Context: an optimization exercise on an open-source flow, tuned for small area. The choices shown serve that exercise and are no tape-out recipe.
The RTL was checked by simulation tests, not by an equivalence proof against the original design.

## sine_wave_wrapper
module sine_wave_wrapper(
	input         Clk,
	input         ResetN,
	input         ChipSelect,
	input         Write,
	input         Read,
	input  [1:0]  Address,
	input  [31:0] WriteData,
	output [31:0] ReadData,
	output [9:0]  oData_sin,
	output        irq
);
==> flow/config.mk <==
export PLATFORM = sky130hd
export DESIGN_NAME = sine_wave_wrapper
export DESIGN_NICKNAME = sine_wave_wrapper
export VERILOG_FILES = /design/flow/design.v
export SDC_FILE = /design/flow/constraint.sdc
export NUM_CORES = 4
export LEC_CHECK = 0
export CAP_MARGIN = 20
export CORE_MARGIN = 2
export CORE_UTILIZATION = 40
export SLEW_MARGIN = 20
==> flow/constraint.sdc <==
create_clock -name core_clock -period 10.0 [get_ports {Clk}]
set_input_delay 2.0000 -clock core_clock [delete_from_list [all_inputs] [get_ports {Clk}]]
set_output_delay 2.0000 -clock core_clock [all_outputs]
set_load 0.01 [all_outputs]
standard.sh (not shown) runs the stock make flow with config.mk's settings and CLKGATE_MAP_FILE= SYNTH_SCRIPT=/design/flow/synth_recipe.tcl, a recipe that flattens the netlist after the stock synthesis.
==> flow/flow/run.sh <==
#!/bin/bash
# Layout flow: the standard flow (standard.sh) with these changes.
#  * Synthesis runs the standard flow's synthesis script unchanged, but ABC maps the logic
#    with an area-oriented script (flow/abc_area.script).
#    Half adders are kept out of synthesis (ha_1 is barred there), so Yosys
#    extracts only full adders (the phase accumulator's ripple chain) and ABC
#    maps everything else.
#    Registers are mapped by the same dfflibmap step as in the standard flow.
#  * Layout settings passed to standard.sh below:
#    - the buffers synthesis leaves are removed at floorplan
#      (REMOVE_ABC_BUFFERS) and constant outputs share one tie cell
#      (SKIP_REPAIR_TIE_FANOUT);
#    - global placement is not timing-driven, and timing repair keeps a
#      0.3 ns setup margin (SETUP_SLACK_MARGIN);
#    - clock tree synthesis inserts no dummy loads;
#    - every port is buffered, with sky130_fd_sc_hd__buf_1.
# Each step's output goes to a log file of its own in this folder; ORFS's own
# per-step logs are under orfs/logs.
set -euo pipefail
W=$PWD
rm -rf "$W/scripts_area"
cp -r "$FLOW_HOME/scripts" "$W/scripts_area"
cp "$W/flow/abc_area.script" "$W/scripts_area/abc_area.script"
bash standard.sh SCRIPTS_DIR="$W/scripts_area" ABC_AREA=1 ADDER_MAP_FILE=$FLOW_HOME/platforms/sky130hd/cells_adders_hd.v "DONT_USE_CELLS=sky130_fd_sc_hd__probe_p_8 sky130_fd_sc_hd__probec_p_8 sky130_fd_sc_hd__lpflow_bleeder_1 sky130_fd_sc_hd__lpflow_clkbufkapwr_1 sky130_fd_sc_hd__lpflow_clkbufkapwr_16 sky130_fd_sc_hd__lpflow_clkbufkapwr_2 sky130_fd_sc_hd__lpflow_clkbufkapwr_4 sky130_fd_sc_hd__lpflow_clkbufkapwr_8 sky130_fd_sc_hd__lpflow_clkinvkapwr_1 sky130_fd_sc_hd__lpflow_clkinvkapwr_16 sky130_fd_sc_hd__lpflow_clkinvkapwr_2 sky130_fd_sc_hd__lpflow_clkinvkapwr_4 sky130_fd_sc_hd__lpflow_clkinvkapwr_8 sky130_fd_sc_hd__lpflow_decapkapwr_12 sky130_fd_sc_hd__lpflow_decapkapwr_3 sky130_fd_sc_hd__lpflow_decapkapwr_4 sky130_fd_sc_hd__lpflow_decapkapwr_6 sky130_fd_sc_hd__lpflow_decapkapwr_8 sky130_fd_sc_hd__lpflow_inputiso0n_1 sky130_fd_sc_hd__lpflow_inputiso0p_1 sky130_fd_sc_hd__lpflow_inputiso1n_1 sky130_fd_sc_hd__lpflow_inputiso1p_1 sky130_fd_sc_hd__lpflow_inputisolatch_1 sky130_fd_sc_hd__lpflow_isobufsrc_1 sky130_fd_sc_hd__lpflow_isobufsrc_16 sky130_fd_sc_hd__lpflow_isobufsrc_2 sky130_fd_sc_hd__lpflow_isobufsrc_4 sky130_fd_sc_hd__lpflow_isobufsrc_8 sky130_fd_sc_hd__lpflow_isobufsrckapwr_16 sky130_fd_sc_hd__lpflow_lsbuf_lh_hl_isowell_tap_1 sky130_fd_sc_hd__lpflow_lsbuf_lh_hl_isowell_tap_2 sky130_fd_sc_hd__lpflow_lsbuf_lh_hl_isowell_tap_4 sky130_fd_sc_hd__lpflow_lsbuf_lh_isowell_4 sky130_fd_sc_hd__lpflow_lsbuf_lh_isowell_tap_1 sky130_fd_sc_hd__lpflow_lsbuf_lh_isowell_tap_2 sky130_fd_sc_hd__lpflow_lsbuf_lh_isowell_tap_4 sky130_fd_sc_hd__ha_1" synth > "$W/synth.log" 2>&1
bash standard.sh \
  REMOVE_ABC_BUFFERS=1 SKIP_REPAIR_TIE_FANOUT=1 SLEW_MARGIN=0 CAP_MARGIN=0 GPL_TIMING_DRIVEN=0 SETUP_SLACK_MARGIN=0.3 "CTS_ARGS=-sink_clustering_enable -repair_clock_nets -dont_use_dummy_load -buf_list sky130_fd_sc_hd__clkbuf_2 sky130_fd_sc_hd__clkbuf_4 sky130_fd_sc_hd__clkbuf_8" \
  "BUFFER_PORTS_ARGS=-buffer_cell sky130_fd_sc_hd__buf_1" \
  finish > "$W/layout.log" 2>&1
Other scripts of this flow, unchanged in this note and not shown: flow/flow/abc_area.script
The first run never finished: it broke off in clock tree synthesis.
Then changed:
--- a/flow/flow/run.sh
+++ b/flow/flow/run.sh
@@ -25,3 +25,3 @@
 bash standard.sh \
-  REMOVE_ABC_BUFFERS=1 SKIP_REPAIR_TIE_FANOUT=1 SLEW_MARGIN=0 CAP_MARGIN=0 GPL_TIMING_DRIVEN=0 SETUP_SLACK_MARGIN=0.3 "CTS_ARGS=-sink_clustering_enable -repair_clock_nets -dont_use_dummy_load -buf_list sky130_fd_sc_hd__clkbuf_2 sky130_fd_sc_hd__clkbuf_4 sky130_fd_sc_hd__clkbuf_8" \
+  REMOVE_ABC_BUFFERS=1 SKIP_REPAIR_TIE_FANOUT=1 SLEW_MARGIN=0 CAP_MARGIN=0 GPL_TIMING_DRIVEN=0 SETUP_SLACK_MARGIN=0.3 "CTS_ARGS=-sink_clustering_enable -repair_clock_nets -dont_use_dummy_load" \
   "BUFFER_PORTS_ARGS=-buffer_cell sky130_fd_sc_hd__buf_1" \
With this change the flow went through all stages and came out clean.
Area after synthesis stays the same.
Synthesized cell count is unchanged.
Then changed:
--- a/flow/flow/run.sh
+++ b/flow/flow/run.sh
@@ -25,3 +25,3 @@
 bash standard.sh \
-  REMOVE_ABC_BUFFERS=1 SKIP_REPAIR_TIE_FANOUT=1 SLEW_MARGIN=0 CAP_MARGIN=0 GPL_TIMING_DRIVEN=0 SETUP_SLACK_MARGIN=0.3 "CTS_ARGS=-sink_clustering_enable -repair_clock_nets -dont_use_dummy_load" \
+  REMOVE_ABC_BUFFERS=1 SKIP_REPAIR_TIE_FANOUT=1 SLEW_MARGIN=0 CAP_MARGIN=0 GPL_TIMING_DRIVEN=0 SETUP_SLACK_MARGIN=0.3 "CTS_ARGS=-repair_clock_nets -dont_use_dummy_load" \
   "BUFFER_PORTS_ARGS=-buffer_cell sky130_fd_sc_hd__buf_1" \
After rerunning:
- setup slack is unchanged

## port drivers added, routing unchanged
How much do the figures lean on ideal ports? The routed layouts below were timed once more, with nothing changed but the port constraints.
Step 1 sets driving cells, clkbuf_16 on the clock port and buf_2 on the other inputs (assumed; they add their load-dependent delay and slew).
Step 2 also shifts input and output timing later by t, the mid clock arrival at the registers, as if the neighbouring blocks saw the same clock.
Slacks: ideal / step 1 / step 2; pairs: ideal / step 1.
run	t (ns)	slack for setup (ns)	hold slack, ns	worst data-port slew with drivers (ns)
the second run	0.308	1.090 / 1.063 / 1.371	0.484 / 0.484 / 0.484	0.03
the third run	0.308	1.090 / 1.063 / 1.371	0.484 / 0.484 / 0.484	0.03
After both steps every run listed still meets setup and hold.
